Source: an optimization exercise on an open RTL-to-GDS flow (aim: small area). Production flows keep margins and buffers that such runs may drop. Function was checked by simulation only, so behaviour that the tests miss may differ from the original. Power and IR drop assume default switching activity.

File: design.v
module k_wr (input q, nwe, d, we, output y);
assign y = (q & nwe) | (d & we);
endmodule
module k_aoi222 (input a1, a2, b1, b2, c1, c2, output y);
assign y = ~((a1 & a2) | (b1 & b2) | (c1 & c2));
endmodule
module k_aoi2221 (input a1, a2, b1, b2, c1, c2, d, output y);
assign y = ~((a1 & a2) | (b1 & b2) | (c1 & c2) | d);
endmodule
module k_or3n (input an, b, c, output y);
assign y = ~(~an & b & c);
endmodule
module k_a21o (input a1, a2, b1, output y);
assign y = (a1 & a2) | b1;
endmodule
module k_nor2 (input a, b, output y);
assign y = ~(a | b);
endmodule
module k_nand2 (input a, b, output y);
assign y = ~(a & b);
endmodule
module k_or11n (input [10:0] t, output y);
assign y = ~&t;
endmodule
module rd_bit (input [31:1] d, input [31:1] s, output y);
wire [10:0] t;
genvar g;
generate for (g = 0; g < 10; g = g + 1) begin : grp
    k_aoi222 a (.a1(d[3*g+1]), .a2(s[3*g+1]), .b1(d[3*g+2]), .b2(s[3*g+2]),
                .c1(d[3*g+3]), .c2(s[3*g+3]), .y(t[g]));
end endgenerate
k_nand2 n31 (.a(d[31]), .b(s[31]), .y(t[10]));
k_or11n o (.t(t), .y(y));
endmodule
module reg_file (
    input         clk,
    input  [31:1] we,       
    input  [31:1] nwe,      
    input  [31:0] wd,
    input  [31:1] sel1,     
    input  [31:1] sel2,
    output [31:0] rd1,
    output [31:0] rd2
);
genvar i, b;
generate for (i = 1; i < 32; i = i + 1) begin : row
    reg  [31:0] q;
    wire [31:0] nx;
    for (b = 0; b < 32; b = b + 1) begin : col
        k_wr w (.q(q[b]), .nwe(nwe[i]), .d(wd[b]), .we(we[i]), .y(nx[b]));
    end
    always @(posedge clk) q <= nx;
end endgenerate
generate for (b = 0; b < 32; b = b + 1) begin : rbit
    wire [31:1] d;
    for (i = 1; i < 32; i = i + 1) begin : g
        assign d[i] = row[i].q[b];
    end
    rd_bit p1 (.d(d), .s(sel1), .y(rd1[b]));
    rd_bit p2 (.d(d), .s(sel2), .y(rd2[b]));
end endgenerate
endmodule
module bk_add (input [31:0] p0, g0, input cin, output [31:0] s, output cout);
wire [31:0] G [0:5];
wire [31:0] P [0:5];
assign G[0] = {g0[31:1], g0[0] | (p0[0] & cin)};
assign P[0] = p0;
genvar l, i;
generate
for (l = 1; l <= 5; l = l + 1) begin : up
    for (i = 0; i < 32; i = i + 1) begin : n
        if ((i % (1 << l)) == ((1 << l) - 1)) begin : node
            assign G[l][i] = G[l-1][i] | (P[l-1][i] & G[l-1][i-(1<<(l-1))]);
            assign P[l][i] = P[l-1][i] & P[l-1][i-(1<<(l-1))];
        end else begin : pass
            assign G[l][i] = G[l-1][i];
            assign P[l][i] = P[l-1][i];
        end
    end
end
endgenerate
wire [31:0] C [0:4];
assign C[4] = G[5];
generate
for (l = 4; l >= 1; l = l - 1) begin : dn
    for (i = 0; i < 32; i = i + 1) begin : n
        if (((i + 1) % (1 << l)) == (1 << (l - 1)) && i >= (1 << l)) begin : node
            assign C[l-1][i] = C[l][i] | (P[l-1][i] & C[l][i-(1<<(l-1))]);
        end else begin : pass
            assign C[l-1][i] = C[l][i];
        end
    end
end
endgenerate
assign s = p0 ^ {C[0][30:0], cin};
assign cout = C[0][31];
endmodule
module cmp32 (input [31:0] a, b, output lt, eq);
wire [31:0] g0 = ~a & b, e0 = ~(a ^ b);
wire [31:0] G [0:5];
wire [31:0] E [0:5];
assign G[0] = g0;
assign E[0] = e0;
genvar l, i;
generate
for (l = 1; l <= 5; l = l + 1) begin : up
    for (i = 0; i < (32 >> l); i = i + 1) begin : n
        assign G[l][i] = G[l-1][2*i+1] | (E[l-1][2*i+1] & G[l-1][2*i]);
        assign E[l][i] = E[l-1][2*i+1] & E[l-1][2*i];
    end
    for (i = (32 >> l); i < 32; i = i + 1) begin : z
        assign G[l][i] = 1'b0;
        assign E[l][i] = 1'b0;
    end
end
endgenerate
assign lt = G[5][0];
assign eq = E[5][0];
endmodule
module k_mux2i (input a, b, s, output y);
assign y = ~(s ? b : a);
endmodule
module shf32 (input [31:0] x, input left, input [4:0] sh, input fill,
              output [31:0] y);
wire [31:0] s0, s1, s2, s3, s4, s5;
wire fn = ~fill;
genvar i;
generate for (i = 0; i < 32; i = i + 1) begin : b
    k_mux2i m0 (.a(x[i]), .b(x[31-i]), .s(left), .y(s0[i]));                           
    k_mux2i m1 (.a(s0[i]), .b(i + 1 < 32 ? s0[i+1] : fn), .s(sh[0]), .y(s1[i]));       
    k_mux2i m2 (.a(s1[i]), .b(i + 2 < 32 ? s1[i+2] : fill), .s(sh[1]), .y(s2[i]));     
    k_mux2i m3 (.a(s2[i]), .b(i + 4 < 32 ? s2[i+4] : fn), .s(sh[2]), .y(s3[i]));       
    k_mux2i m4 (.a(s3[i]), .b(i + 8 < 32 ? s3[i+8] : fill), .s(sh[3]), .y(s4[i]));     
    k_mux2i m5 (.a(s4[i]), .b(i + 16 < 32 ? s4[i+16] : fn), .s(sh[4]), .y(s5[i]));     
    assign y[i] = s5[i];
end endgenerate
endmodule
module riscv_cpu (
    input         clk, reset,
    output [31:0] PC,
    input  [31:0] Instr,
    output        MemWrite,
    output [31:0] Mem_WrAddr, Mem_WrData,
    input  [31:0] ReadData,
    output [31:0] Result
);
wire b2 = Instr[2], b3 = Instr[3], b4 = Instr[4], b5 = Instr[5], b6 = Instr[6];
wire [2:0] f3 = Instr[14:12];
wire isJ    = b6 & b3;               
wire isJR   = b6 & b2 & ~b3;         
wire isBr   = b6 & ~b2;              
wire isU    = ~b6 & b2;              
wire isAUI  = isU & ~b5;
wire isSt   = ~b6 & ~b4 & b5;        
wire isAlu  = ~b6 & b4 & ~b2;        
wire isOp   = isAlu & b5;            
assign MemWrite = isSt;
wire regWrite = ~(isBr | isSt);
reg [31:1] pcq;
assign PC = {pcq, 1'b0};
wire [4:0] rs1 = Instr[19:15], rs2 = Instr[24:20], rd = Instr[11:7];
wire [31:1] sel1, sel2, we, nwe;
genvar g;
wire [3:0] a_lo_n, b_lo_n, d_lo, d_lo_n;
wire [7:0] a_hi_n, b_hi_n, d_hi, d_hi_n;
generate for (g = 0; g < 4; g = g + 1) begin : plo
    assign a_lo_n[g] = ~(rs1[1:0] == g);
    assign b_lo_n[g] = ~(rs2[1:0] == g);
    assign d_lo[g]   = (rd[1:0] == g);
    assign d_lo_n[g] = ~d_lo[g];
end endgenerate
generate for (g = 0; g < 8; g = g + 1) begin : phi
    assign a_hi_n[g] = ~(rs1[4:2] == g);
    assign b_hi_n[g] = ~(rs2[4:2] == g);
    assign d_hi[g]   = (rd[4:2] == g) & regWrite;
    assign d_hi_n[g] = ~d_hi[g];
end endgenerate
generate for (g = 1; g < 32; g = g + 1) begin : dec
    k_nor2  s1 (.a(a_lo_n[g%4]), .b(a_hi_n[g/4]), .y(sel1[g]));
    k_nor2  s2 (.a(b_lo_n[g%4]), .b(b_hi_n[g/4]), .y(sel2[g]));
    k_nor2  w  (.a(d_lo_n[g%4]), .b(d_hi_n[g/4]), .y(we[g]));
    k_nand2 nw (.a(d_lo[g%4]),   .b(d_hi[g/4]),   .y(nwe[g]));
end endgenerate
wire [31:0] r1, r2;
reg_file rf (.clk(clk), .we(we), .nwe(nwe), .wd(Result), .sel1(sel1), .sel2(sel2), .rd1(r1), .rd2(r2));
wire i31 = Instr[31];
reg [31:0] imm;
always @(*) begin
    if (isU)       imm = {Instr[31:12], 12'b0};
    else if (isJ)  imm = {{12{i31}}, Instr[19:12], Instr[20], Instr[30:21], 1'b0};
    else if (isBr) imm = {{20{i31}}, Instr[7], Instr[30:25], Instr[11:8], 1'b0};
    else if (isSt) imm = {{20{i31}}, Instr[31:25], Instr[11:7]};
    else           imm = {{20{i31}}, Instr[31:20]};
end
wire usePC = isBr | isJ | isAUI;
wire useR1 = ~(isU | isJ | isBr);            
wire [31:0] A = ({32{usePC}} & PC) | ({32{useR1}} & r1);
wire [31:0] immz = isOp ? 32'b0 : imm;
wire [31:0] srcB;
generate for (g = 0; g < 32; g = g + 1) begin : sb
    k_a21o m (.a1(r2[g]), .a2(isOp), .b1(immz[g]), .y(srcB[g]));
end endgenerate
wire sub = isAlu & (((f3[2:1] == 2'b01)) | (isOp & (f3 == 3'b000) & Instr[30]));
wire [31:0] Bx = srcB ^ {32{sub}};
wire [31:0] pg = A & Bx;      
wire [31:0] pp = A ^ Bx;      
wire [31:0] sum;
wire cout;
bk_add add (.p0(pp), .g0(pg), .cin(sub), .s(sum), .cout(cout));
wire ltu_s = ~cout;
wire lt_s  = (A[31] ^ srcB[31]) ? A[31] : ltu_s;    
wire slt   = f3[0] ? ltu_s : lt_s;
wire left = ~f3[2];
wire fill = Instr[30] & r1[31] & ~left;
wire [31:0] shR, shL;
wire [4:0] shamt;
generate for (g = 0; g < 5; g = g + 1) begin : sa
    k_a21o m (.a1(r2[g]), .a2(isOp), .b1(immz[g]), .y(shamt[g]));
end endgenerate
shf32 shf (.x(r1), .left(left), .sh(shamt), .fill(fill), .y(shR));
generate for (g = 0; g < 32; g = g + 1) begin : shl
    assign shL[g] = shR[31-g];
end endgenerate
wire ltu, eq;
cmp32 cmp (.a(r1), .b(r2), .lt(ltu), .eq(eq));
wire lt = (r1[31] ^ r2[31]) ? r1[31] : ltu;
reg take;
always @(*) begin
    case ({f3[2], f3[1]})
        2'b00: take = eq;
        2'b10: take = lt;
        2'b11: take = ltu;
        default: take = 1'bx;
    endcase
    take = take ^ f3[0];
end
wire [31:2] pc4;
wire [31:2] c4;
assign c4[2] = 1'b1;
generate for (g = 3; g < 32; g = g + 1) begin : inc
    assign c4[g] = c4[g-1] & pcq[g-1];
end endgenerate
assign pc4 = pcq[31:2] ^ c4;
wire [31:0] pcPlus4 = {pc4, pcq[1], 1'b0};
wire aluSum = isU | (isAlu & (f3 == 3'b000));
wire aluSR  = isAlu & (f3 == 3'b101);
wire aluSL  = isAlu & (f3 == 3'b001);
wire aluSlt = isAlu & (f3[2:1] == 2'b01);
wire aluX   = isAlu & f3[2] & ~f3[0];       
wire aluG   = isAlu & f3[2] & f3[1];        
wire link   = isJ | isJR;
wire [31:0] t1, t2;
generate for (g = 0; g < 32; g = g + 1) begin : res
    k_aoi222 a1 (.a1(sum[g]), .a2(aluSum), .b1(pp[g]), .b2(aluX), .c1(pg[g]), .c2(aluG), .y(t1[g]));
    if (g == 0) begin : b0
        k_aoi2221 a2 (.a1(shR[g]), .a2(aluSR), .b1(shL[g]), .b2(aluSL), .c1(pcPlus4[g]), .c2(link),
                      .d(aluSlt & slt), .y(t2[g]));
    end else begin : bn
        k_aoi222 a2 (.a1(shR[g]), .a2(aluSR), .b1(shL[g]), .b2(aluSL), .c1(pcPlus4[g]), .c2(link), .y(t2[g]));
    end
    k_or3n o (.an(ReadData[g]), .b(t1[g]), .c(t2[g]), .y(Result[g]));    
end endgenerate
assign Mem_WrAddr = sum;
assign Mem_WrData = r2;
wire jump = isJ | isJR | (isBr & take);
wire njump = ~jump;
wire [31:1] pcSeq = {pc4, pcq[1]};
wire [31:1] pcNext;
generate for (g = 1; g < 32; g = g + 1) begin : np
    k_wr m (.q(pcSeq[g]), .nwe(njump), .d(sum[g]), .we(jump), .y(pcNext[g]));
end endgenerate
always @(posedge clk or posedge reset)
    if (reset) pcq <= 31'b0;
    else       pcq <= pcNext;
endmodule
File: flow/run.sh
#!/bin/bash
# Layout flow: the standard flow (standard.sh) with the standard synthesis
# unchanged; after synthesis two changes:
#  - placement, CTS and routing may not use buffers or inverters larger than
#    size 4, nor the delay cells, so port and repair buffers are small cells;
#  - CTS inserts no dummy loads.
# Each make run's full output goes to its own log here; ORFS's own logs are
# under orfs/logs.
set -euo pipefail
cd "$(dirname "$0")/.."
PLATFORM_DONT_USE=$(sed -n '/export DONT_USE_CELLS/,/[^\\]$/p' "$FLOW_HOME/platforms/$FLOW_PLATFORM/config.mk" \
  | grep -o 'sky130_fd_sc_hd__[A-Za-z0-9_]*' | tr '\n' ' ')
EXTRA=""
for c in buf_6 buf_8 buf_12 buf_16 bufbuf_8 bufbuf_16 bufinv_8 bufinv_16 \
         inv_6 inv_8 inv_12 inv_16 clkinv_8 clkinv_16 clkinvlp_4 clkbuf_16 \
         clkdlybuf4s15_1 clkdlybuf4s15_2 clkdlybuf4s18_1 clkdlybuf4s18_2 \
         clkdlybuf4s25_1 clkdlybuf4s25_2 clkdlybuf4s50_1 clkdlybuf4s50_2 dlygate4sd1_1 dlygate4sd2_1 \
         dlygate4sd3_1 dlymetal6s2s_1 dlymetal6s4s_1 dlymetal6s6s_1; do
  EXTRA="$EXTRA sky130_fd_sc_hd__$c"
done
CTS="-sink_clustering_enable -repair_clock_nets -sink_clustering_size 16 -sink_clustering_max_diameter 45"
CTS="$CTS -buf_list sky130_fd_sc_hd__clkbuf_8 -dont_use_dummy_load"
# 1. the standard synthesis, unchanged
bash standard.sh synth > synth.log 2>&1
# 2. the rest of the standard flow with the changes above
bash standard.sh "DONT_USE_CELLS=$PLATFORM_DONT_USE $EXTRA" "CTS_ARGS=$CTS" finish > layout.log 2>&1
File: standard.sh
#!/bin/bash
# synth_recipe.tcl (not shown) runs the flow's synth.tcl, then flattens the netlist and writes it again
# the make line also repeats each setting of config.mk as NAME=value (left out here)
make -C /OpenROAD-flow-scripts/flow DESIGN_CONFIG=/design/flow/config.mk WORK_HOME=/design/flow/orfs CLKGATE_MAP_FILE= SYNTH_SCRIPT=/design/flow/synth_recipe.tcl "${@:-finish}"
File: config.mk
export PLATFORM = sky130hd
export DESIGN_NAME = riscv_cpu
export DESIGN_NICKNAME = riscv_cpu
export VERILOG_FILES = /design/flow/design.v
export SDC_FILE = /design/flow/constraint.sdc
export NUM_CORES = 4
export LEC_CHECK = 0
export CAP_MARGIN = 0
export CORE_MARGIN = 2
export CORE_UTILIZATION = 55
export GPL_TIMING_DRIVEN = 0
export SETUP_SLACK_MARGIN = 0.5
export SLEW_MARGIN = 0
export SYNTH_HIERARCHICAL = 1
export SYNTH_MINIMUM_KEEP_SIZE = 0
File: constraint.sdc
create_clock -name core_clock -period 12.0 [get_ports {clk}]
set_input_delay 2.4000 -clock core_clock [delete_from_list [all_inputs] [get_ports {clk}]]
set_output_delay 2.4000 -clock core_clock [all_outputs]
set_load 0.01 [all_outputs]
==> summary.md, run 1 <==
| Metric | Value |
|---|---|
| Commonest non-fill, non-tap cell in the layout | a22o_1 |
| Placed cells | 5422 |
| Post-route total power | 0.01129 W |
| R2R Path End | rf.row[21].q[29] |
| Cells after Synth | 4005 |
| IO Port Bufs | 183 |
| Final slew viol count | 33 |
| Clock tree buffer depth | 3 |
| Top post-synthesis cells by area | dfxtp_1 (44%), a22o_1 (20%), a222oi_1 (15%) |
| Antenna violations before repair | 46 |
| PwrDens | 216.5 nW/um^2 |
| Max Cap Viol | 1 |
| Sequential area share after synthesis | 0.4528 |
| Leak | 20.41 nW |
| Final #Nets | 4735 |
| Critical Path Source Type | primary input |
| Critical hold path startpoint | rf.row[15].q[23] |
| Yosys warning total | 10 |
| CTS tree | done |
| Final Util | 0.6351 |
| CP endpoint kind | output pin |
| Vias in the first global route | 43470 |
| Total clock sinks | 1023 |
| Die footprint | 85180 um^2 |
| Seq cells post-synth | 1023 |
| Worst reg-to-reg path cell count | 33 |
| Reg clk slew, reported paths | 0.05 ns |
| DR pass1 iterations | 17 |
| Ys flop type | dfxtp_1 |
| Placeable Area | 82110 um^2 |
| Proportion of layout cells with a drive suffix above 1 | 0.1226 |
| R2r setup slk | 4.43 ns |
| CTS Buf Count | 116 |
| WL/cell | 42.09 um |
| Rows | 105 |
| Drt drc | 0 |
| Hold Path Depth | 1 |
| Initial Utilization | 0.5550 |
| Die height | 291.9 um |
| Crit Path Class | in2out |
| Met2 usage | 0.7104 |
| Global-route usage over all layers | 0.5260 |
| Area delta synth->final | 14.42% |
| Post-synth top area cell | dfxtp_1 |
| Post-synthesis mux area share | 0.04349 |
| Synth Area in Simple Gates | 0.07317 |
| Grt met1 use | 0.6375 |
| Syn Area/Cell | 11.38 um^2 |
| FMAX | 85.73 MHz |
| DR vias/cell | 8.585 |
| DR vias | 48680 |
| Post-Syn Area | 45570 um^2 |
| Main combinational cell family by area after synthesis | compound AO/OA/AOI/OAI gates |
| Hold Crit Class | reg2reg |
| Reg2reg start | pcq[2] |
| RSZ-0062 raised after global routing | false |
| Final setup TNS | 0 ns |
| Non-Filler Instances | 5670 |
| GR Util met3 | 0.2702 |
| Distinct cell type count after synthesis | 63 |
| Antenna Nets Post-Route | 0 |
| Status | failed layout checks |
| Post-synth EDFFs | 0 |
| Largest net degree at the start of global routing | 47 |
| Setup Skew | 0.1403 ns |
| Crit path arrival time | 9.26 ns |
| Total grt overflow | 0 |
| Clk root buf | clkbuf_8 |
| Share of the synthesized area in the top cell type | 0.4358 |
| Final worst-path cycle share | 0.9720 |
| # setup viols final | 0 |
| Iteration-0 DRC Markers | 12960 |
| First-pass GRT wire length | 325500 um |
| Asr flop ratio synth | 0.03030 |
| Violated Checks | capacitance limit, slew limit |
| Max IR drop VDD | 0.1406 mV |
| Die Wd | 291.9 um |
| GPL Wtd Cong | 1.023 |
| Hold path endpoint | rf.row[15].q[23] |
| Hold_buf cts | 0 |
| Relative slew slack | -0.04527 |
| Worst endpoint required time | 9.60 ns |
| Final HPWL DP | 155100 um |
| H-tree Lvls | 3 |
| WL final | 238700 um |
| Io pins | 195 |
| Busiest grt layer | met2 |
| Complex-gate fraction of the synthesized area | 0.3803 |
| Worst-margin pin slew | 1.568 ns |
| Skew-Pair Late Insertion Delay | 0.86 ns |
| Synth Area in XOR/XNOR | 0.01235 |
| Post-layout min period | 11.66 ns |
| Most frequent cells in the layout | a22o_1 (1054), dfxtp_1 (992), a222oi_1 (703), buf_1 (219), mux2i_1 (198) |
| Synth Area in Adders | 0.02993 |
| Worst Path Max Fanout | 17 |
| Final Hold Violating Endpoints | 0 |
## power breakdown
group	switching, W	total (W)	internal [W]
Combinational	0.00223	0.00382	0.00159
Clock	0.00122	0.00207	0.000849
Sequential	0.000900	0.00540	0.00450
Total	0.00435	0.0113	0.00694
## layer usage
layer | routed length (um) | part of all wire | up-vias
met2 | 92460 | 0.39 | 4861
li1 | - | - | 19080
met3 | 43170 | 0.18 | 1242
met4 | 21340 | 0.089 | 34
met5 | 293 | 0.0012 | -
met1 | 81410 | 0.34 | 23470
## modules after synthesis (local to each module, per instance), excerpt
module	cells inside	area (um^2)
reg_file	992	19860
k_mux2i	1	10.01
riscv_cpu	358	3387
shf32	1	3.754
bk_add	111	844.6
k_or3n	1	7.507
k_aoi222	1	10.01
cmp32	110	794.5
## state kept, by name, summed over array words and instances, names as in the netlist
name,cells
pcq,31
rf.row.q,992
## logic make-up after synthesis
family | Yosys count
buf+inv | 82
simple gates | 636
compound gates | 1908
fa+ha+maj | 109
xor+xnor | 48
flops | 1023
mux | 198
other cells | 1
## final cells by class
class | count | area (um^2)
fill | 6773 | 29970
multi-input combinational | 2902 | 25580
sequential | 1023 | 20630
timing repair buffer | 435 | 2514
clock buffer | 116 | 1597
tap | 1070 | 1339
inverter | 55 | 206.4
buffer | 27 | 172.7
antenna | 42 | 105.1
## worst max-delay path, cell delays in order
cell      delay, ns
clkbuf_4       0.24
or2_4          0.23
buf_1          0.16
nor2_4         0.17
buf_4          0.30
a222oi_1       0.49
nand4_1        0.52
or3_1          0.67
a21o_1         0.24
xor2_1         0.42
ha_1           0.30
nand3_1        0.11
a211oi_2       0.24
nor3_4         0.09
o31ai_4        0.34
a41oi_2        0.27
o211a_1        0.29
nor2_1         0.12
ha_1           0.15
nor2_1         0.04
xnor2_1        0.45
a222oi_1       0.21
nand3b_1       0.29
clkbuf_8       0.27
buf_1          0.17
## cell usage after synthesis, drive strengths merged, types with 5 or more instances
| library cell | instances |
|---|---|
| inv | 55 |
| or3 | 68 |
| a21oi | 43 |
| nor2 | 131 |
| nand3 | 72 |
| dfrtp | 31 |
| nor3 | 6 |
| nand2 | 136 |
| xnor2 | 15 |
| xor2 | 33 |
| nand2b | 13 |
| mux2i | 198 |
| a221oi | 5 |
| dfxtp | 992 |
| or2 | 7 |
| buf | 14 |
| a21o | 58 |
| o21ai | 19 |
| nand4 | 134 |
| clkbuf | 13 |
| nor2b | 13 |
| nand3b | 39 |
| a222oi | 703 |
| a22o | 1054 |
| ha | 109 |
## stage by stage
stage	area [um^2]	hold WS, ns	setup WS (ns)
2_1_floorplan	45580	0.4769	1.022
3_3_place_gp	47600	0.4872	-3.735
3_5_place_dp	49630	0.4934	-1.132
4_1_cts	51540	0.5112	0.5015
5_1_grt	52060	0.5188	0.4447
6_report	52150	0.5133	0.3357
## repair_timing
item | in CTS | in global routing
buffers inserted | 39 | 43
setup endpoints to repair | 45 | 22
gates cloned | 1 | 6
resized for setup | 32 | 54
pin swaps | 19 | 29
## how the worst max path moves through the flow
stage                          from    endpoint  slack [ns]  cells after the start
after floorplan           Instr[24]  Result[21]        1.02                     24
after global placement    Instr[24]  Result[21]       -3.74                     25
after detailed placement  Instr[21]  Result[30]       -1.13                     25
after CTS                 Instr[24]  Result[27]        0.50                     29
after global routing      Instr[24]  Result[27]        0.44                     29
final                     Instr[20]  Result[31]        0.34                     25
==> run 2: changes to the inputs <==
--- a/design.v
+++ b/design.v
@@ -182,7 +182,8 @@
     k_nand2 nw (.a(d_lo[g%4]),   .b(d_hi[g/4]),   .y(nwe[g]));
 end endgenerate
 wire [31:0] r1, r2;
-reg_file rf (.clk(clk), .we(we), .nwe(nwe), .wd(Result), .sel1(sel1), .sel2(sel2), .rd1(r1), .rd2(r2));
+wire [31:0] wd;
+reg_file rf (.clk(clk), .we(we), .nwe(nwe), .wd(wd), .sel1(sel1), .sel2(sel2), .rd1(r1), .rd2(r2));
 wire i31 = Instr[31];
 reg [31:0] imm;
 always @(*) begin
@@ -258,7 +259,8 @@
     end else begin : bn
         k_aoi222 a2 (.a1(shR[g]), .a2(aluSR), .b1(shL[g]), .b2(aluSL), .c1(pcPlus4[g]), .c2(link), .y(t2[g]));
     end
-    k_or3n o (.an(ReadData[g]), .b(t1[g]), .c(t2[g]), .y(Result[g]));    
+    k_or3n o (.an(ReadData[g]), .b(t1[g]), .c(t2[g]), .y(Result[g]));
+    k_or3n w (.an(ReadData[g]), .b(t1[g]), .c(t2[g]), .y(wd[g]));
 end endgenerate
 assign Mem_WrAddr = sum;
 assign Mem_WrData = r2;
--- a/flow/run.sh
+++ b/flow/run.sh
@@ -18,7 +18,7 @@
          dlygate4sd3_1 dlymetal6s2s_1 dlymetal6s4s_1 dlymetal6s6s_1; do
   EXTRA="$EXTRA sky130_fd_sc_hd__$c"
 done
-CTS="-sink_clustering_enable -repair_clock_nets -sink_clustering_size 16 -sink_clustering_max_diameter 45"
+CTS="-sink_clustering_enable -repair_clock_nets -sink_clustering_size 16 -sink_clustering_max_diameter 80"
 CTS="$CTS -buf_list sky130_fd_sc_hd__clkbuf_8 -dont_use_dummy_load"
 # 1. the standard synthesis, unchanged
 bash standard.sh synth > synth.log 2>&1
==> summary.md, run 2 <==
| Metric | Value |
|---|---|
| Post-synth top area cell | dfxtp_1 |
| Total clock sinks | 1023 (unchanged) |
| Clk root buf | clkbuf_8 |
| H-tree Lvls | 3 (unchanged) |
| CP peak stage delay | 0.63 ns (-0.04 ns) |
| CTS tree | done |
| Final Hold Violating Endpoints | 0 (unchanged) |
| Worst reg-to-reg path cell count | 33 (unchanged) |
| Initial Utilization | 0.5571 (+0.002034) |
| Post-synth EDFFs | 0 (unchanged) |
| Skew-Pair Late Insertion Delay | 0.78 ns (-0.08 ns) |
| Cells after Synth | 4037 (+0.80%) |
| IO Port Bufs | 183 (unchanged) |
| Clock tree buffer depth | 3 (unchanged) |
| Placeable Area | 82240 um^2 (+0.16%) |
| Die Wd | 292.6 um (+0.26%) |
| Worst endpoint required time | 9.60 ns (about the same) |
| Max FFs per register | 992 (unchanged) |
| Most frequent cells in the layout | a22o_1 (1054), dfxtp_1 (992), a222oi_1 (703), mux2i_1 (198), buf_1 (190) |
| Placed cells | 5434 (+0.22%) |
| WL/cell | 39.56 um (-6.0%) |
| Largest net degree at the start of global routing | 47 (unchanged) |
| Antenna Nets Post-Route | 0 (unchanged) |
| Top post-synthesis cells by area | dfxtp_1 (43%), a22o_1 (20%), a222oi_1 (15%) |
| Asr flop ratio synth | 0.03030 (unchanged) |
| Distinct cell type count after synthesis | 63 (unchanged) |
| Hold_buf cts | 0 (unchanged) |
| Leak | 19.87 nW (-2.7%) |
| Total grt overflow | 0 (unchanged) |
| CTS Buf Count | 75 (-35%) |
| Antenna violations before repair | 28 (-39%) |
| Crit Path Class | in2out |
| Setup Skew | 0.09808 ns (-0.04227 ns) |
| Most common cell in the netlist | a22o_1 |
| First-pass GRT wire length | 306800 um (-5.7%) |
| Biggest regs | rf.row.q (992), pcq (31) |
| Hold Crit Class | reg2reg |
| Rows | 105 (unchanged) |
| DR vias | 46880 (-3.7%) |
| Relative slew slack | -0.01626 (+0.02901) |
| Io pins | 195 (unchanged) |
| Proportion of layout cells with a drive suffix above 1 | 0.1002 (-0.02246) |
| RSZ-0062 raised after global routing | false |
| CP dominant cell by count | ha_1 |
| Iteration-0 DRC Markers | 12230 (-5.6%) |
| Number of cells on the critical path | 25 (unchanged) |
| DR pass1 iterations | 22 (+5) |
| Die height | 292.6 um (+0.26%) |
| Violated Checks | capacitance limit, slew limit |
| Global-route usage over all layers | 0.4869 (-0.03917) |
| Top delay family on crit path | simple AND/OR/NAND/NOR gates |
| Commonest non-fill, non-tap cell in the layout | a22o_1 |
| Share of the synthesized area in the top cell type | 0.4335 (-0.002285) |
| Worst-margin pin slew | 1.524 ns (-0.04351 ns) |
| Final slew viol count | 33 (unchanged) |
| Buf/Inv on CP | 4 (-1) |
| Status | failed layout checks |
| Post-Syn Area | 45810 um^2 (+0.53%) |
| Final #Nets | 4639 (-2.0%) |
| CP endpoint kind | output pin |
| WL final | 219400 um (-8.1%) |
| Yosys warning total | 10 (unchanged) |
| Non-Filler Instances | 5547 (-2.2%) |
| Most flops, register | rf.row.q |
| Max Cap Viol | 1 (unchanged) |
| Hold Path Depth | 1 (unchanged) |
| Fin area | 50990 um^2 (-2.2%) |
| Most common library cells after synthesis | a22o_1 (1054), dfxtp_1 (992), a222oi_1 (703) |
| Slowest cell on crit path | or3b_2 |
| Crit path arrival time | 9.06 ns (-0.20 ns) |
| Worst Path Max Fanout | 17 (unchanged) |
| FMAX | 87.25 MHz (+1.8%) |
| GPL Wtd Cong | 1.008 (-1.4%) |
| DR vias/cell | 8.451 (-1.6%) |
| Vias in the first global route | 43370 (-0.22%) |
| Post-layout min period | 11.46 ns (-0.2028 ns) |
| Ys flop type | dfxtp_1 |
| Area delta synth->final | 11.29% |
| Seq cells post-synth | 1023 (unchanged) |
| Critical Path Source Type | primary input |
| # fillers | 6926 (+2.3%) |
| Final worst-path cycle share | 0.9551 (-0.01690) |
| # setup viols final | 0 (unchanged) |
| Syn Area/Cell | 11.35 um^2 (-0.27%) |
| Dpl cell area | 49710 um^2 (+0.16%) |
| PwrDens | 209.4 nW/um^2 (-3.3%) |
| Die footprint | 85620 um^2 (+0.52%) |
| Drt drc | 0 (unchanged) |
| Sequential area share after synthesis | 0.4504 (-0.002374) |
| Max IR drop VDD | 0.1221 mV (-13%) |
| Final HPWL DP | 144600 um (-6.8%) |
| Reg clk slew, reported paths | 0.07 ns (+0.02 ns) |
-- run 2: changes by cell type in the layout (fill, tap and decap cells not counted), sizes merged --
cell / delta
clkinv: -1
buf: -62
nand3b: +32
diode: -27
clkbuf: -65
nor2: -1
inv: +1
-- run 2: cells by family after synthesis --
logic type | synth area share
compound gates | 0.3783
flops | 0.4504
simple gates | 0.07803
mux | 0.04326
fa+ha+maj | 0.02977
buf+inv | 0.007866
xor+xnor | 0.01229
other cells | 0.00008185
-- run 2: path summary, 6_finish.rpt --
path | slack (ns) | startpoint | to
worst min register to register | 0.52 | rf.row[22].q[23] | rf.row[22].q[23]
worst max-delay path | 0.54 | Instr[18] | Result[27]
worst max register to register | 3.77 | pcq[2] | rf.row[4].q[31]
min in group asynchronous | 1.77 | reset | pcq[30]
max in group asynchronous | 9.66 | reset | pcq[1]
worst min-delay path | 0.52 | rf.row[22].q[23] | rf.row[22].q[23]
-- run 2: layer usage --
layer | wire length, um | global-route usage | up-vias
met1 | 77250 | 0.6013 | 22470
li1 | - | - | 18940
met3 | 34770 | 0.1933 | 1071
met4 | 18990 | 0.3566 | 24
met5 | 305 | 0.01475 | -
met2 | 88130 | 0.6825 | 4378
-- run 2: final cells by class --
cell class	instances	area (um^2)	share of cell area
plain buffers	27	162.7	0.003190
inverters	55	206.4	0.004049
clock buffers	75	1032	0.02025
well taps	1070	1339	0.02626
diodes	15	37.54	0.0007362
multi-input cells	2933	25690	0.5039
flip-flops and latches	1023	20630	0.4047
repair buffers	349	1882	0.03691
-- run 2: stage by stage --
stage | hold slack (ns) | utilization | setup slack (ns) | TNS [ns] | power (W)
after CTS | 0.5157 | 0.6184 | 0.5068 | 0 | 0.01043
final | 0.5151 | 0.6199 | 0.5385 | 0 | 0.01068
after global routing | 0.5339 | 0.6196 | 0.5099 | 0 | 0.01102
after floorplan | 0.4769 | - | 1.459 | 0 | 0.007458
after detailed placement | 0.4944 | 0.6045 | -0.09350 | -0.09350 | 0.008789
after global placement | 0.4875 | 0.5817 | -1.798 | -676.48 | 0.008639
-- run 2: Yosys stat by module (local to each module, per instance), excerpt --
module | flops+latches | cells inside | copies in the design
cmp32 | 0 | 110 | 1
k_a21o | 0 | 1 | 37
k_aoi222 | 0 | 1 | 703
k_aoi2221 | 0 | 2 | 1
k_mux2i | 0 | 1 | 192
k_nand2 | 0 | 1 | 95
k_nor2 | 0 | 1 | 93
k_or11n | 0 | 4 | 64
k_or3n | 0 | 1 | 64
k_wr | 0 | 1 | 1023
riscv_cpu | 31 | 358 | 1
-- run 2: report_power, final --
part | total [W] | switching (W) | internal [W]
logic | 0.00358 | 0.00204 | 0.00154
registers | 0.00539 | 0.000898 | 0.00450
clock network | 0.00171 | 0.00114 | 0.000563
-- run 2: what timing repair did --
action / 4_1_cts / 5_1_grt
setup buffers: 10 / 13
pin swaps: 5 / 5
endpoints found under the setup margin: 20 / 17
gates resized for setup: 16 / 16
==> run 3: changes to the inputs <==
==> config.mk (replaced) <==
export PLATFORM = sky130hd
export DESIGN_NAME = riscv_cpu
export DESIGN_NICKNAME = riscv_cpu
export VERILOG_FILES = /design/flow/design.v
export SDC_FILE = /design/flow/constraint.sdc
export NUM_CORES = 4
export LEC_CHECK = 0
export CAP_MARGIN = 10
export CORE_MARGIN = 2
export CORE_UTILIZATION = 55
export GPL_TIMING_DRIVEN = 0
export SETUP_SLACK_MARGIN = 0.4
export SLEW_MARGIN = 10
export SYNTH_HIERARCHICAL = 1
export SYNTH_MINIMUM_KEEP_SIZE = 0
==> summary.md, run 3 <==
| Metric | Value |
|---|---|
| Max IR drop VDD | 0.1314 mV (+7.6%) |
| Post-layout min period | 11.46 ns (+0.001508 ns) |
| Final slew viol count | 0 (-100%) |
| CP endpoint kind | output pin |
| Largest net degree at the start of global routing | 47 (unchanged) |
| Antenna violations before repair | 26 (-7.1%) |
| Hold Crit Class | reg2reg |
| Iteration-0 DRC Markers | 12180 (-0.47%) |
| Io pins | 195 (unchanged) |
| Yosys warning total | 10 (unchanged) |
| Dpl cell area | 50010 um^2 (+0.59%) |
| Asr flop ratio synth | 0.03030 (unchanged) |
| Cells after Synth | 4037 (unchanged) |
| Global-route usage over all layers | 0.4854 (-0.001502) |
| Ys flop type | dfxtp_1 |
| Reg clk slew, reported paths | 0.05 ns (-0.02 ns) |
| Sequential area share after synthesis | 0.4504 (unchanged) |
| Clock tree buffer depth | 3 (unchanged) |
| CP peak stage delay | 0.66 ns (+0.03 ns) |
| Die footprint | 85620 um^2 (unchanged) |
| WL final | 219600 um (about the same) |
| Share of the synthesized area in the top cell type | 0.4335 (unchanged) |
| CP dominant cell by count | ha_1 |
| H-tree Lvls | 3 (unchanged) |
| RSZ-0062 raised after global routing | false |
| Post-synth EDFFs | 0 (unchanged) |
| Worst Path Max Fanout | 17 (unchanged) |
| Crit path arrival time | 9.06 ns (about the same) |
| Rows | 105 (unchanged) |
| Drt drc | 0 (unchanged) |
| Crit Path Class | in2out |
| Leak | 20.04 nW (+0.86%) |
| Final worst-path cycle share | 0.9553 (about the same) |
| Critical hold path startpoint | rf.row[22].q[21] |
| Commonest non-fill, non-tap cell in the layout | a22o_1 |
| Top post-synthesis cells by area | dfxtp_1 (43%), a22o_1 (20%), a222oi_1 (15%) |
| Max FFs per register | 992 (unchanged) |
| WL/cell | 39.31 um (-0.65%) |
| Worst-margin pin slew | 1.271 ns (-0.2533 ns) |
| DR vias/cell | 8.426 (-0.29%) |
| Antenna Nets Post-Route | 0 (unchanged) |
| Die Wd | 292.6 um (unchanged) |
| Final HPWL DP | 147300 um (+1.9%) |
| FMAX | 87.24 MHz (about the same) |
| Buf/Inv on CP | 3 (-1) |
| Reg2reg start | pcq[2] |
| Seq cells post-synth | 1023 (unchanged) |
| Placeable Area | 82240 um^2 (unchanged) |
| Relative slew slack | 0.1526 (+0.1688) |
| Post-route total power | 0.01070 W (+0.22%) |
| Worst Hold Slack | 0.5133 ns (-0.001752 ns) |
| Total grt overflow | 0 (unchanged) |
| Area delta synth->final | 11.97% |
| Initial Utilization | 0.5571 (unchanged) |
| Syn Area/Cell | 11.35 um^2 (unchanged) |
| Most frequent cells in the layout | a22o_1 (1054), dfxtp_1 (992), a222oi_1 (703), mux2i_1 (198), buf_1 (193) |
| Most flops, register | rf.row.q |
| Post-synth top area cell | dfxtp_1 |
| GPL Wtd Cong | 1.008 (unchanged) |
| Pre-CTS setup slack | -0.01357 ns (+0.07994 ns) |
| Setup Skew | 0.08841 ns (-0.009663 ns) |
| First-pass GRT wire length | 306200 um (-0.19%) |
| IO Port Bufs | 183 (unchanged) |
| Clk root buf | clkbuf_8 |
| Vias in the first global route | 43500 (+0.29%) |
| PwrDens | 208.6 nW/um^2 (-0.39%) |
| Biggest regs | rf.row.q (992), pcq (31) |
| Top delay family on crit path | simple AND/OR/NAND/NOR gates |
| Post-Syn Area | 45810 um^2 (unchanged) |
| CTS tree | done |
| # setup viols final | 0 (unchanged) |
| Max Cap Viol | 0 (-1) |
| Total clock sinks | 1023 (unchanged) |
| CTS Buf Count | 76 (+1.3%) |
| Proportion of layout cells with a drive suffix above 1 | 0.1076 (+0.007400) |
| Critical Path Source Type | primary input |
| Final worst slack | 0.5370 ns (-0.001508 ns) |
| Slowest cell on crit path | or3b_2 |
| Worst endpoint required time | 9.60 ns (about the same) |
| Die height | 292.6 um (unchanged) |
| Distinct cell type count after synthesis | 63 (unchanged) |
| Final #Nets | 4676 (+0.80%) |
| DR pass1 iterations | 15 (-32%) |
| Final Hold Violating Endpoints | 0 (unchanged) |
| Most common cell in the netlist | a22o_1 |
| Status | timing/DRC/antenna clean |
| Worst setup startpoint | Instr[19] |
| Most common library cells after synthesis | a22o_1 (1054), dfxtp_1 (992), a222oi_1 (703) |
| Final Util | 0.6237 (+0.003804) |
| Fin area | 51300 um^2 (+0.61%) |
| DR vias | 47070 (+0.41%) |
| Skew-Pair Late Insertion Delay | 0.78 ns (about the same) |
## run 3: cell counts after synthesis
No cell type changed its count.
## run 3: through the flow
stage | std cells | setup TNS (ns)
2_1_floorplan | 4038 | 0
3_3_place_gp | 5291 | -676.48
3_5_place_dp | 5470 | -0.01357
4_1_cts | 5547 | 0
5_1_grt | 5579 | 0
6_report | 5586 | 0
## run 3: layout make-up
type	instances	area (um^2)
Clock buffer	76	1046
Inverter	55	206.4
Fill cell	6961	30940
Multi-Input combinational cell	2933	25720
Sequential cell	1023	20630
Antenna cell	17	42.54
Timing Repair Buffer	385	2146
Tap cell	1070	1339
Buffer	27	162.7
## run 3: power breakdown
group | total (W) | internal (W) | switching [W]
Clock | 0.00171 | 0.000570 | 0.00114
Sequential | 0.00540 | 0.00450 | 0.000903
Combinational | 0.00359 | 0.00155 | 0.00204
Total | 0.0107 | 0.00662 | 0.00408
## run 3: modules after synthesis (local to each module, per instance), a selection
module | cells | flip-flops and latches
shf32 | 1 | 0
k_a21o | 1 | 0
bk_add | 111 | 0
cmp32 | 110 | 0
k_mux2i | 1 | 0
riscv_cpu | 358 | 31
k_nor2 | 1 | 0
k_aoi222 | 1 | 0
k_nand2 | 1 | 0
k_aoi2221 | 2 | 0
k_wr | 1 | 0
k_or3n | 1 | 0
k_or11n | 4 | 0
## run 3: logic make-up after synthesis
| logic type | Yosys count | share of synthesized area |
|---|---|---|
| other cells | 1 | 0.00008185 |
| buf+inv | 82 | 0.007866 |
| compound gates | 1908 | 0.3783 |
| simple gates | 668 | 0.07803 |
| fa+ha+maj | 109 | 0.02977 |
| mux | 198 | 0.04326 |
| xor+xnor | 48 | 0.01229 |
| flops | 1023 | 0.4504 |
## run 3: final timing paths
kind / to / slack (ns) / depth (start not counted)
min in group asynchronous: pcq[12] / 1.79 / 2
worst max register to register: rf.row[24].q[29] / 4.17 / 31
worst min register to register: rf.row[22].q[21] / 0.51 / 1
max in group asynchronous: pcq[1] / 9.70 / 2
worst max-delay path: Result[23] / 0.54 / 25
worst min-delay path: rf.row[22].q[21] / 0.51 / 1
## run 3: worst register-to-register path, delay by kind of cell, from the launching register on
kind / cells / cell delay (ns)
buf+inv: 1 / 0.47
simple gates: 1 / 0.71
fa+ha+maj: 27 / 5.24
flops: 1 / 0.41
compound gates: 2 / 0.96
## run 3: per-layer routing
layer	part of all wire	global-route usage	wire length, um
met2	0.40	0.6831	88380
met3	0.16	0.1880	34650
met4	0.084	0.3487	18550
met5	0.0021	0.03063	462
met1	0.35	0.6014	77520
## run 3: timing repair
item	CTS	global route
setup endpoints to repair	15	17
hold buffers	0	0
pin swaps	2	3
setup buffers	1	22
resized for setup	10	25
endpoints found under the hold margin	0	0
==> run 4: changes to the inputs <==
--- a/config.mk
+++ b/config.mk
@@ -9,7 +9,7 @@
 export CORE_MARGIN = 2
 export CORE_UTILIZATION = 55
 export GPL_TIMING_DRIVEN = 0
-export SETUP_SLACK_MARGIN = 0.4
+export SETUP_SLACK_MARGIN = 0.25
 export SLEW_MARGIN = 10
 export SYNTH_HIERARCHICAL = 1
 export SYNTH_MINIMUM_KEEP_SIZE = 0
==> summary.md, run 4 <==
| Metric | Value |
|---|---|
| First-pass GRT wire length | 306300 um (about the same) |
| Hold_buf cts | 0 (unchanged) |
| CTS Buf Count | 76 (unchanged) |
| Biggest regs | rf.row.q (992), pcq (31) |
| Ys flop type | dfxtp_1 |
| Asr flop ratio synth | 0.03030 (unchanged) |
| Skew-Pair Late Insertion Delay | 0.76 ns (-0.02 ns) |
| Share of the synthesized area in the top cell type | 0.4335 (unchanged) |
| Yosys warning total | 10 (unchanged) |
| DR pass1 iterations | 15 (unchanged) |
| Reg clk slew, reported paths | 0.05 ns (about the same) |
| Final Hold Violating Endpoints | 0 (unchanged) |
| Top delay family on crit path | simple AND/OR/NAND/NOR gates |
| Slowest cell on crit path | a222oi_1 |
| Most frequent cells in the layout | a22o_1 (1054), dfxtp_1 (992), a222oi_1 (703), mux2i_1 (198), buf_1 (186) |
| Dpl cell area | 50010 um^2 (unchanged) |
| CP peak stage delay | 0.62 ns (-0.04 ns) |
| Cell-internal power | 0.006616 W (about the same) |
| Area delta synth->final | 11.73% |
| CP dominant cell by count | ha_1 |
| Total clock sinks | 1023 (unchanged) |
| Crit path arrival time | 9.27 ns (+0.21 ns) |
| Worst-margin pin slew | 1.290 ns (+0.01851 ns) |
| Reg power frac | 0.505 (about the same) |
| Buf/Inv on CP | 3 (unchanged) |
| Critical Path Source Type | primary input |
| Post-Syn Area | 45810 um^2 (unchanged) |
| Rows | 105 (unchanged) |
| Crit Path Class | in2out |
| Most common cell in the netlist | a22o_1 |
| Relative slew slack | 0.1402 (-0.01234) |
| Die height | 292.6 um (unchanged) |
| # setup viols final | 0 (unchanged) |
| Proportion of layout cells with a drive suffix above 1 | 0.1053 (-0.002293) |
| GPL Wtd Cong | 1.008 (unchanged) |
| Top post-synthesis cells by area | dfxtp_1 (43%), a22o_1 (20%), a222oi_1 (15%) |
| Distinct cell type count after synthesis | 63 (unchanged) |
| Total grt overflow | 0 (unchanged) |
| Die Wd | 292.6 um (unchanged) |
| Clk root buf | clkbuf_8 |
| Seq cells post-synth | 1023 (unchanged) |
| Vias in the first global route | 43480 (-0.039%) |
| PwrDens | 209.0 nW/um^2 (+0.19%) |
| Antenna Nets Post-Route | 0 (unchanged) |
| Commonest non-fill, non-tap cell in the layout | a22o_1 |
| Placeable Area | 82240 um^2 (unchanged) |
| DR vias | 46910 (-0.35%) |
| Worst Path Max Fanout | 21 (+4) |
| Sw frac | 0.3815 (about the same) |
| Leak | 19.98 nW (-0.29%) |
| Clock power share | 0.160 (about the same) |
| Drt drc | 0 (unchanged) |
| Fin area | 51190 um^2 (-0.22%) |
| CTS tree | done |
| Sw power | 0.004081 W (about the same) |
| Post-layout min period | 11.67 ns (+0.2066 ns) |
| Most flops, register | rf.row.q |
| # fillers | 6979 (+0.26%) |
| Largest net degree at the start of global routing | 47 (unchanged) |
| IO Port Bufs | 183 (unchanged) |
| Initial Utilization | 0.5571 (unchanged) |
| Final worst-path cycle share | 0.9725 (+0.01722) |
| Final Util | 0.6224 (-0.001354) |
| Clock tree buffer depth | 3 (unchanged) |
| Cells after Synth | 4037 (unchanged) |
| Logic pwr share | 0.336 (about the same) |
| Max IR drop VDD | 0.1306 mV (-0.63%) |
| CP endpoint kind | output pin |
| H-tree Lvls | 3 (unchanged) |
| Hold Crit Class | reg2reg |
| Io pins | 195 (unchanged) |
| Setup Skew | 0.08604 ns (-0.002376 ns) |
| Final slew viol count | 0 (unchanged) |
| Die footprint | 85620 um^2 (unchanged) |
| WL final | 219200 um (-0.15%) |
| Final #Nets | 4660 (-0.34%) |
| DR vias/cell | 8.427 (about the same) |
| Final HPWL DP | 147300 um (unchanged) |
| Max Cap Viol | 0 (unchanged) |
| Global-route usage over all layers | 0.4857 (about the same) |
| RSZ-0062 raised after global routing | false |
| Status | timing/DRC/antenna clean |
| Syn Area/Cell | 11.35 um^2 (unchanged) |
| FMAX | 85.69 MHz (-1.8%) |
| Max FFs per register | 992 (unchanged) |
| Post-synth EDFFs | 0 (unchanged) |
| Antenna violations before repair | 27 (+3.8%) |
| WL/cell | 39.39 um (+0.21%) |
| Iteration-0 DRC Markers | 12530 (+2.9%) |
| Sequential area share after synthesis | 0.4504 (unchanged) |
| Post-synth top area cell | dfxtp_1 |
| Worst endpoint required time | 9.60 ns (about the same) |
| Most common library cells after synthesis | a22o_1 (1054), dfxtp_1 (992), a222oi_1 (703) |
-- run 4: area by class of cell --
type                    instances  area [um^2]  share of cell area
clock buffers                  76         1046             0.02044
repair buffers                369         2069             0.04043
inverters                      55        206.4            0.004033
plain buffers                  27        161.4            0.003153
diodes                         13        32.53           0.0006355
multi-input cells            2933        25700              0.5020
well taps                    1070         1339             0.02615
flip-flops and latches       1023        20630              0.4031
-- run 4: final timing paths --
| kind | cells past startpoint | endpoint | slack (ns) | from |
|---|---|---|---|---|
| setup reg to reg | 31 | rf.row[24].q[29] | 4.15 | pcq[2] |
| min in group asynchronous | 2 | pcq[12] | 1.80 | reset |
| setup / recovery | 26 | Result[31] | 0.33 | Instr[21] |
| max in group asynchronous | 2 | pcq[1] | 9.69 | reset |
| hold reg to reg | 1 | rf.row[22].q[21] | 0.51 | rf.row[22].q[21] |
| hold / removal | 1 | rf.row[22].q[21] | 0.51 | rf.row[22].q[21] |
-- run 4: kinds of logic (layout without fill, tap and decap cells) --
group | after synthesis | after routing | synth area share
buffers and inverters | 82 | 527 | 0.007866
DFF | 1023 | 1023 | 0.4504
AOI/OAI and AO/OA | 1908 | 1908 | 0.3783
and+or+nand+nor | 668 | 668 | 0.07803
xor gates and xnor gates | 48 | 48 | 0.01229
other | 1 | 15 | 0.00008185
adders and majority gates | 109 | 109 | 0.02977
muxes | 198 | 198 | 0.04326
-- run 4: power by group through the flow --
stage / Sequential (W) / Clock [W] / Combinational (W)
after CTS: 0.00534 / 0.00170 / 0.00341
after floorplan: 0.00521 / 0 / 0.00225
after detailed placement: 0.00541 / 0 / 0.00341
final: 0.00540 / 0.00171 / 0.00359
after global routing: 0.00551 / 0.00182 / 0.00371
after global placement: 0.00537 / 0 / 0.00327
-- run 4: routing by layer --
layer	vias to the layer above	global-route usage	share of wire	wire [um]
met1	22440	0.6000	0.35	76730
met2	4410	0.6831	0.40	87820
met5	-	0.01305	0.0013	277
li1	18980	-	-	-
met3	1055	0.1930	0.16	35560
met4	20	0.3502	0.086	18860
-- run 4: stage by stage --
step / worst slack, ns / power [W] / instances / hold slack [ns] / TNS (ns)
2_1_floorplan: 1.459 / 0.007458 / 4038 / 0.4769 / 0
3_3_place_gp: -1.798 / 0.008639 / 5291 / 0.4875 / -676.48
3_5_place_dp: -0.01357 / 0.008811 / 5470 / 0.4927 / -0.01357
4_1_cts: 0.2515 / 0.01045 / 5546 / 0.5165 / 0
5_1_grt: 0.2007 / 0.01104 / 5559 / 0.5318 / 0
6_report: 0.3304 / 0.01070 / 5566 / 0.5082 / 0
-- run 4: timing repair --
action	4_1_cts	5_1_grt
pin swaps	2	3
buffers inserted	0	7
setup endpoints to repair	11	13
gates resized for setup	6	21
-- run 4: per-module statistics from Yosys (local to each module, per instance), excerpt --
module,cell area (um^2),flip-flops and latches
cmp32,794.5,0
k_aoi2221,21.27,0
k_wr,8.758,0
reg_file,19860,992
riscv_cpu,3387,31
shf32,3.754,0
==> run 5: changes to the inputs <==
==> config.mk (replaced) <==
export PLATFORM = sky130hd
export DESIGN_NAME = riscv_cpu
export DESIGN_NICKNAME = riscv_cpu
export VERILOG_FILES = /design/flow/design.v
export SDC_FILE = /design/flow/constraint.sdc
export NUM_CORES = 4
export LEC_CHECK = 0
export CAP_MARGIN = 20
export CORE_MARGIN = 2
export CORE_UTILIZATION = 50
export GPL_TIMING_DRIVEN = 0
export SETUP_SLACK_MARGIN = 0.5
export SLEW_MARGIN = 20
export SYNTH_HIERARCHICAL = 1
export SYNTH_MINIMUM_KEEP_SIZE = 0
==> summary.md, run 5 <==
| Metric | Value |
|---|---|
| PwrDens | 208.6 nW/um^2 (-0.20%) |
| Leak | 20.20 nW (+1.1%) |
| Area delta synth->final | 12.85% |
| Worst Path Max Fanout | 17 (-19%) |
| CP peak stage delay | 0.52 ns (-0.10 ns) |
| Worst endpoint required time | 9.60 ns (about the same) |
| Rows | 111 (+5.7%) |
| WL/cell | 40.01 um (+1.6%) |
| Crit Path Class | in2out |
| Io pins | 195 (unchanged) |
| Syn Area/Cell | 11.35 um^2 (unchanged) |
| Post-synth EDFFs | 0 (unchanged) |
| Fin area | 51700 um^2 (+1.0%) |
| Final slew viol count | 0 (unchanged) |
| Cell-internal power | 0.006642 W (+0.39%) |
| Final HPWL DP | 155600 um (+5.6%) |
| IO Port Bufs | 183 (unchanged) |
| Yosys warning total | 10 (unchanged) |
| Hold Path Depth | 1 (unchanged) |
| Most common cell in the netlist | a22o_1 |
| Skew-Pair Late Insertion Delay | 0.82 ns (+0.06 ns) |
| Hold path endpoint | rf.row[22].q[16] |
| Max IR drop VDD | 0.1330 mV (+1.8%) |
| CP dominant cell by count | ha_1 |
| RSZ-0062 raised after global routing | false |
| Max Cap Viol | 0 (unchanged) |
| Most flops, register | rf.row.q |
| Largest net degree at the start of global routing | 33 (-30%) |
| Proportion of layout cells with a drive suffix above 1 | 0.1139 (+0.008590) |
| Global-route usage over all layers | 0.4644 (-0.02125) |
| FMAX | 88.03 MHz (+2.7%) |
| Critical Path Source Type | primary input |
| First-pass GRT wire length | 318100 um (+3.8%) |
| Worst Hold Slack | 0.5189 ns (+0.01078 ns) |
| # setup viols final | 0 (unchanged) |
| Initial Utilization | 0.5021 (-0.05498) |
| R2r setup slk | 3.70 ns (-0.45 ns) |
| Buf/Inv on CP | 3 (unchanged) |
| Most common library cells after synthesis | a22o_1 (1054), dfxtp_1 (992), a222oi_1 (703) |
| Distinct cell type count after synthesis | 63 (unchanged) |
| R2R Path End | rf.row[17].q[31] |
| Cells after Synth | 4037 (unchanged) |
| Seq cells post-synth | 1023 (unchanged) |
| Post-layout min period | 11.36 ns (-0.3100 ns) |
| Asr flop ratio synth | 0.03030 (unchanged) |
| CTS tree | done |
| Ys flop type | dfxtp_1 |
| DR pass1 iterations | 17 (+2) |
| CP endpoint kind | output pin |
| Critical hold path startpoint | rf.row[22].q[16] |
| Hold Crit Class | reg2reg |
| Max FFs per register | 992 (unchanged) |
| Reg power frac | 0.501 (-0.004) |
| Post-Syn Area | 45810 um^2 (unchanged) |
| Die height | 306.7 um (+4.8%) |
| Slowest cell on crit path | or3_4 |
| Sw frac | 0.3841 (+0.002561) |
| Top post-synthesis cells by area | dfxtp_1 (43%), a22o_1 (20%), a222oi_1 (15%) |
| Clock power share | 0.162 (+0.002) |
| Total grt overflow | 0 (unchanged) |
| Logic pwr share | 0.338 (+0.002) |
| Die footprint | 94060 um^2 (+9.9%) |
| DR vias | 47170 (+0.57%) |
| Post-synth top area cell | dfxtp_1 |
| Clock tree buffer depth | 3 (unchanged) |
| Final Hold Violating Endpoints | 0 (unchanged) |
| Top delay family on crit path | simple AND/OR/NAND/NOR gates |
| Final worst-path cycle share | 0.9466 (-0.02583) |
| Final setup TNS | 0 ns (unchanged) |
| H-tree Lvls | 3 (unchanged) |
| Most frequent cells in the layout | a22o_1 (1054), dfxtp_1 (992), a222oi_1 (703), buf_4 (206), buf_1 (199) |
| Final Util | 0.5666 (-0.05579) |
| Sw power | 0.004142 W (+1.5%) |
| Placeable Area | 91250 um^2 (+11%) |
| Vias in the first global route | 43250 (-0.53%) |
| Crit path arrival time | 8.96 ns (-0.31 ns) |
| Worst reg-to-reg path cell count | 34 (+9.7%) |
| Worst-margin pin slew | 1.153 ns (-0.1362 ns) |
| Commonest non-fill, non-tap cell in the layout | a22o_1 |
| Sequential area share after synthesis | 0.4504 (unchanged) |
| Reg2reg start | pcq[2] |
| DR vias/cell | 8.210 (-2.6%) |
| CTS Buf Count | 77 (+1.3%) |
| Final #Nets | 4717 (+1.2%) |
| Dpl cell area | 50340 um^2 (+0.67%) |
| Drt drc | 0 (unchanged) |
| GPL Wtd Cong | 0.9972 (-1.1%) |
| Antenna Nets Post-Route | 0 (unchanged) |
| Status | timing/DRC/antenna clean |
| Iteration-0 DRC Markers | 12040 (-3.9%) |
| Antenna violations before repair | 31 (+15%) |
| Clk root buf | clkbuf_8 |
| WL final | 229900 um (+4.9%) |
| Die Wd | 306.7 um (+4.8%) |
| Reg clk slew, reported paths | 0.07 ns (+0.02 ns) |
| Total clock sinks | 1023 (unchanged) |
| Share of the synthesized area in the top cell type | 0.4335 (unchanged) |
| Setup Skew | 0.1001 ns (+0.01401 ns) |
| Relative slew slack | 0.2302 (+0.08995) |
| Biggest regs | rf.row.q (992), pcq (31) |
-- run 5: cell type report --
class / count / area (um^2)
fillers: 8003 / 39550
multi-input cells: 2936 / 25720
flip-flops and latches: 1023 / 20630
repair buffers: 422 / 2379
well taps: 1186 / 1484
clock buffers: 77 / 1060
inverters: 55 / 206.4
plain buffers: 27 / 162.7
diodes: 20 / 50.05
-- run 5: repair_timing --
action	in CTS	in global routing
gates cloned	3	0
pin swaps	11	8
setup buffers	12	22
hold buffers	0	0
gates resized for setup	21	5
setup endpoints to repair	23	10
-- run 5: per-stage QoR --
stage          setup WS, ns  std cells  power (W)
5_1_grt              0.5065       5735    0.01113
4_1_cts              0.5446       5704    0.01055
3_5_place_dp       -0.08961       5612   0.008859
6_report             0.6403       5746    0.01078
2_1_floorplan         1.459       4038   0.007458
3_3_place_gp         -2.056       5407   0.008685
-- run 5: how the worst max path moves through the flow --
stage	from	endpoint	slack (ns)	depth (start not counted)
after floorplan	Instr[24]	Result[21]	1.46	24
after global placement	Instr[23]	Result[23]	-2.06	25
after detailed placement	Instr[20]	Result[23]	-0.09	26
after CTS	Instr[24]	Result[23]	0.54	27
after global routing	Instr[24]	Result[23]	0.51	26
final	Instr[24]	Result[23]	0.64	26
-- run 5: kinds of logic (layout without fill, tap and decap cells) --
group,Yosys count,in the layout,share of synthesized area
fa+ha+maj,109,109,0.02977
other cells,1,22,0.00008185
xor+xnor,48,48,0.01229
compound gates,1908,1908,0.3783
mux,198,198,0.04326
flops,1023,1023,0.4504
simple gates,668,671,0.07803
buf+inv,82,581,0.007866
-- run 5: modules after synthesis, one instance, submodules excluded, a selection --
module	copies in the design	flip-flops and latches	cells	area, um^2
k_wr	1023	0	1	8.758
k_a21o	37	0	1	7.507
k_aoi222	703	0	1	10.01
bk_add	1	0	111	844.6
k_aoi2221	1	0	2	21.27
riscv_cpu	1	31	358	3387
cmp32	1	0	110	794.5
shf32	1	0	1	3.754
reg_file	1	992	992	19860
k_mux2i	192	0	1	10.01
k_or3n	64	0	1	7.507
-- run 5: worst register-to-register path, delay by kind of cell, from the launching register on --
family | cells | cell delay, ns
AO/OA/AOI/OAI | 2 | 0.94
XOR/XNOR | 1 | 0.18
adder cells (fa/ha/maj) | 28 | 5.38
buffers and inverters | 2 | 0.66
flip-flops | 1 | 0.42
AND/OR/NAND/NOR | 1 | 0.68
-- run 5: power groups by stage --
stage          sequential [W]  combinational [W]  clock [W]
2_1_floorplan         0.00521            0.00225          0
3_3_place_gp          0.00538            0.00330          0
3_5_place_dp          0.00541            0.00345          0
4_1_cts               0.00534            0.00347    0.00174
5_1_grt               0.00551            0.00378    0.00185
6_report              0.00540            0.00364    0.00174
-- run 5: routing by layer --
layer,GRT usage,vias to the layer above,wire [um]
met3,0.1775,899,35120
met5,0,-,140
met2,0.6647,4319,93710
met4,0.2848,22,16770
li1,-,19100,-
met1,0.5882,22840,84180
==> run 6: changes to the inputs <==
--- a/flow/run.sh
+++ b/flow/run.sh
@@ -18,7 +18,7 @@
          dlygate4sd3_1 dlymetal6s2s_1 dlymetal6s4s_1 dlymetal6s6s_1; do
   EXTRA="$EXTRA sky130_fd_sc_hd__$c"
 done
-CTS="-sink_clustering_enable -repair_clock_nets -sink_clustering_size 16 -sink_clustering_max_diameter 80"
+CTS="-sink_clustering_enable -repair_clock_nets -sink_clustering_size 18 -sink_clustering_max_diameter 80"
 CTS="$CTS -buf_list sky130_fd_sc_hd__clkbuf_8 -dont_use_dummy_load"
 # 1. the standard synthesis, unchanged
 bash standard.sh synth > synth.log 2>&1
==> config.mk (replaced) <==
export PLATFORM = sky130hd
export DESIGN_NAME = riscv_cpu
export DESIGN_NICKNAME = riscv_cpu
export VERILOG_FILES = /design/flow/design.v
export SDC_FILE = /design/flow/constraint.sdc
export NUM_CORES = 4
export LEC_CHECK = 0
export CAP_MARGIN = 10
export CORE_MARGIN = 2
export CORE_UTILIZATION = 55
export GPL_TIMING_DRIVEN = 0
export SETUP_SLACK_MARGIN = 0.15
export SLEW_MARGIN = 10
export SYNTH_HIERARCHICAL = 1
export SYNTH_MINIMUM_KEEP_SIZE = 0
==> summary.md, run 6 <==
| Metric | Value |
|---|---|
| Hold_buf cts | 0 (unchanged) |
| Yosys warning total | 10 (unchanged) |
| Vias in the first global route | 43570 (+0.74%) |
| Antenna violations before repair | 23 (-26%) |
| Setup Skew | 0.1097 ns (+0.009646 ns) |
| Die height | 292.6 um (-4.6%) |
| Rows | 105 (-5.4%) |
| Leak | 19.92 nW (-1.4%) |
| Total clock sinks | 1023 (unchanged) |
| CTS tree | done |
| Uppermost routed layer | met5 |
| Share of the synthesized area in the top cell type | 0.4335 (unchanged) |
| DRT met1 WL | 77010 um (-8.5%) |
| Placed cells | 5470 (-2.5%) |
| Clock tree buffer depth | 3 (unchanged) |
| Max IR drop VDD | 0.1360 mV (+2.3%) |
| DR pass1 iterations | 19 (+2) |
| Non-Filler Instances | 5565 (-3.2%) |
| Top post-synthesis cells by area | dfxtp_1 (43%), a22o_1 (20%), a222oi_1 (15%) |
| Wire length on met2 | 87850 um (-6.3%) |
| Most common library cells after synthesis | a22o_1 (1054), dfxtp_1 (992), a222oi_1 (703) |
| Syn Area/Cell | 11.35 um^2 (unchanged) |
| WL/cell | 39.41 um (-1.5%) |
| Most frequent cells in the layout | a22o_1 (1054), dfxtp_1 (992), a222oi_1 (703), mux2i_1 (198), buf_1 (189) |
| Most flops, register | rf.row.q |
| Reg2reg start | pcq[2] |
| Distinct cell type count after synthesis | 63 (unchanged) |
| Post-synth top area cell | dfxtp_1 |
| Largest net degree at the start of global routing | 47 (+42%) |
| Proportion of layout cells with a drive suffix above 1 | 0.1031 (-0.01073) |
| Final #Nets | 4656 (-1.3%) |
| Final HPWL DP | 147300 um (-5.3%) |
| Asr flop ratio synth | 0.03030 (unchanged) |
| Max FFs per register | 992 (unchanged) |
| Post-layout min period | 11.79 ns (+0.4261 ns) |
| Clk root buf | clkbuf_8 |
| Global-route usage over all layers | 0.4850 (+0.02054) |
| Post-Syn Area | 45810 um^2 (unchanged) |
| # fillers | 6980 (-13%) |
| Critical hold path startpoint | rf.row[10].q[10] |
| Antenna Nets Post-Route | 0 (unchanged) |
| Die Wd | 292.6 um (-4.6%) |
| # setup viols final | 0 (unchanged) |
| PwrDens | 208.0 nW/um^2 (-0.29%) |
| Worst endpoint required time | 9.60 ns (about the same) |
| Final Util | 0.6212 (+0.05458) |
| Ys flop type | dfxtp_1 |
| Crit path arrival time | 9.39 ns (+0.43 ns) |
| Worst reg-to-reg path cell count | 31 (-8.8%) |
| Cells after Synth | 4037 (unchanged) |
| WL final | 219300 um (-4.6%) |
| Relative slew slack | 0.1511 (-0.07905) |
| First-pass GRT wire length | 306400 um (-3.7%) |
| CTS Buf Count | 68 (-12%) |
| Drt drc | 0 (unchanged) |
| Crit Path Class | in2out |
| R2r setup slk | 4.17 ns (+0.47 ns) |
| DR vias | 47060 (-0.25%) |
| Hold Path Depth | 1 (unchanged) |
| DR vias/cell | 8.456 (+3.0%) |
| DR WL met3 | 35390 um (+0.77%) |
| Final Hold Violating Endpoints | 0 (unchanged) |
| Critical Path Source Type | primary input |
| FMAX | 84.85 MHz (-3.6%) |
| Total grt overflow | 0 (unchanged) |
| Sequential area share after synthesis | 0.4504 (unchanged) |
| Worst Path Max Fanout | 13 (-4) |
| IO Port Bufs | 183 (unchanged) |
| CP endpoint kind | output pin |
| Most common cell in the netlist | a22o_1 |
| Commonest non-fill, non-tap cell in the layout | a22o_1 |
| Final slew viol count | 0 (unchanged) |
| Hold path endpoint | rf.row[10].q[10] |
| Final worst-path cycle share | 0.9821 (+0.03551) |
| Biggest regs | rf.row.q (992), pcq (31) |
| Iteration-0 DRC Markers | 12700 (+5.5%) |
| Post-synth EDFFs | 0 (unchanged) |
| R2R Path End | rf.row[5].q[29] |
| Die footprint | 85620 um^2 (-9.0%) |
| GPL Wtd Cong | 1.008 (+1.1%) |
| H-tree Lvls | 3 (unchanged) |
| Area delta synth->final | 11.51% |
| RSZ-0062 raised after global routing | false |
| Reg clk slew, reported paths | 0.06 ns (about the same) |
| Max Cap Viol | 0 (unchanged) |
| Placeable Area | 82240 um^2 (-9.9%) |
| Status | timing/DRC/antenna clean |
| Seq cells post-synth | 1023 (unchanged) |
| Io pins | 195 (unchanged) |
| Worst-margin pin slew | 1.273 ns (+0.1198 ns) |
| Skew-Pair Late Insertion Delay | 0.75 ns (-0.07 ns) |
| Hold Crit Class | reg2reg |
| Worst setup startpoint | Instr[23] |
| Initial Utilization | 0.5571 (+0.05498) |
run 6: cell counts after synthesis:
Identical to the previous run, type by type.
run 6: routing by layer:
layer / global-route usage / vias to the layer above
met1: 0.6042 / 22620
met5: 0.009075 / -
met2: 0.6812 / 4404
met4: 0.3486 / 20
met3: 0.1872 / 1051
li1: - / 18960
run 6: area by class of cell:
type                       instances  area (um^2)  share of cell area
buffer                            27        158.9            0.003110
tap                             1070         1339             0.02621
multi-input combinational       2933        25690              0.5029
timing repair buffer             373         2083             0.04078
clock buffer                      68        935.9             0.01832
sequential                      1023        20630              0.4039
inverter                          55        206.4            0.004041
antenna                           16        40.04           0.0007837
run 6: what timing repair did:
item                       4_1_cts  5_1_grt
pin swaps                        0        6
setup buffers                    0       11
setup endpoints to repair        8       13
gates resized for setup          4       17
run 6: per-module statistics from Yosys (local to each module, per instance), a selection:
module,copies in the design,area [um^2],flip-flops and latches
k_nand2,95,3.754,0
k_aoi2221,1,21.27,0
riscv_cpu,1,3387,31
reg_file,1,19860,992
k_a21o,37,7.507,0
shf32,1,3.754,0
cmp32,1,794.5,0
k_aoi222,703,10.01,0
run 6: kinds of logic (layout without fill, tap and decap cells):
logic type	Yosys count	in the layout	share of synthesized area
muxes	198	198	0.04326
buffers and inverters	82	523	0.007866
and+or+nand+nor	668	668	0.07803
DFF	1023	1023	0.4504
AOI/OAI and AO/OA	1908	1908	0.3783
adders and majority gates	109	109	0.02977
other	1	18	0.00008185
xor gates and xnor gates	48	48	0.01229
run 6: worst max path at each step:
stage | endpoint | slack (ns) | cells past startpoint
2_1_floorplan | Result[21] | 1.46 | 24
3_3_place_gp | Result[31] | -1.80 | 25
3_5_place_dp | Result[31] | -0.01 | 26
4_1_cts | Result[31] | 0.20 | 26
5_1_grt | Result[27] | 0.10 | 26
6_report | Result[31] | 0.21 | 26
run 6: worst max-delay path, stage by stage:
cell	delay, ns
clkbuf_1	0.38
nand3b_1	0.38
buf_1	0.32
nor2_4	0.18
a222oi_1	0.36
nand4_1	0.37
or3_4	0.59
a21o_1	0.24
xor2_2	0.18
ha_1	0.31
ha_1	0.19
or2_2	0.34
ha_1	0.21
o211ai_1	0.31
a211oi_2	0.12
nor3_2	0.35
o31ai_4	0.13
a41oi_2	0.28
o211a_1	0.23
nor2_1	0.06
ha_1	0.18
nor2_1	0.12
xnor2_1	0.16
a222oi_1	0.63
nand3b_1	0.15
buf_1	0.17
run 6: power by group:
| group | leakage [nW] | total (W) | internal [W] | switching [W] |
|---|---|---|---|---|
| logic | 10.7 | 0.00359 | 0.00155 | 0.00204 |
| registers | 8.69 | 0.00540 | 0.00449 | 0.000905 |
| clock network | 0.489 | 0.00163 | 0.000513 | 0.00112 |
run 6: stage by stage:
stage                     cell area [um^2]  hold WS [ns]  worst slack (ns)  TNS [ns]  total power [W]
after floorplan                      45820        0.4769             1.459         0         0.007458
after global placement               47840        0.4875            -1.798   -676.48         0.008639
after detailed placement             50010        0.4927          -0.01357  -0.01357         0.008811
after CTS                            50950        0.5164            0.2019         0          0.01037
after global routing                 51070        0.5331            0.1033         0          0.01096
final                                51090        0.5232            0.2142         0          0.01062

Setup slack of run 6, layout unchanged: 0.214 ns with ideal ports, 0.036 ns with driving cells assumed (clock clkbuf_16, inputs buf_2), 0.036 ns with port delays also shifted by the 0.768 ns mid clock arrival.
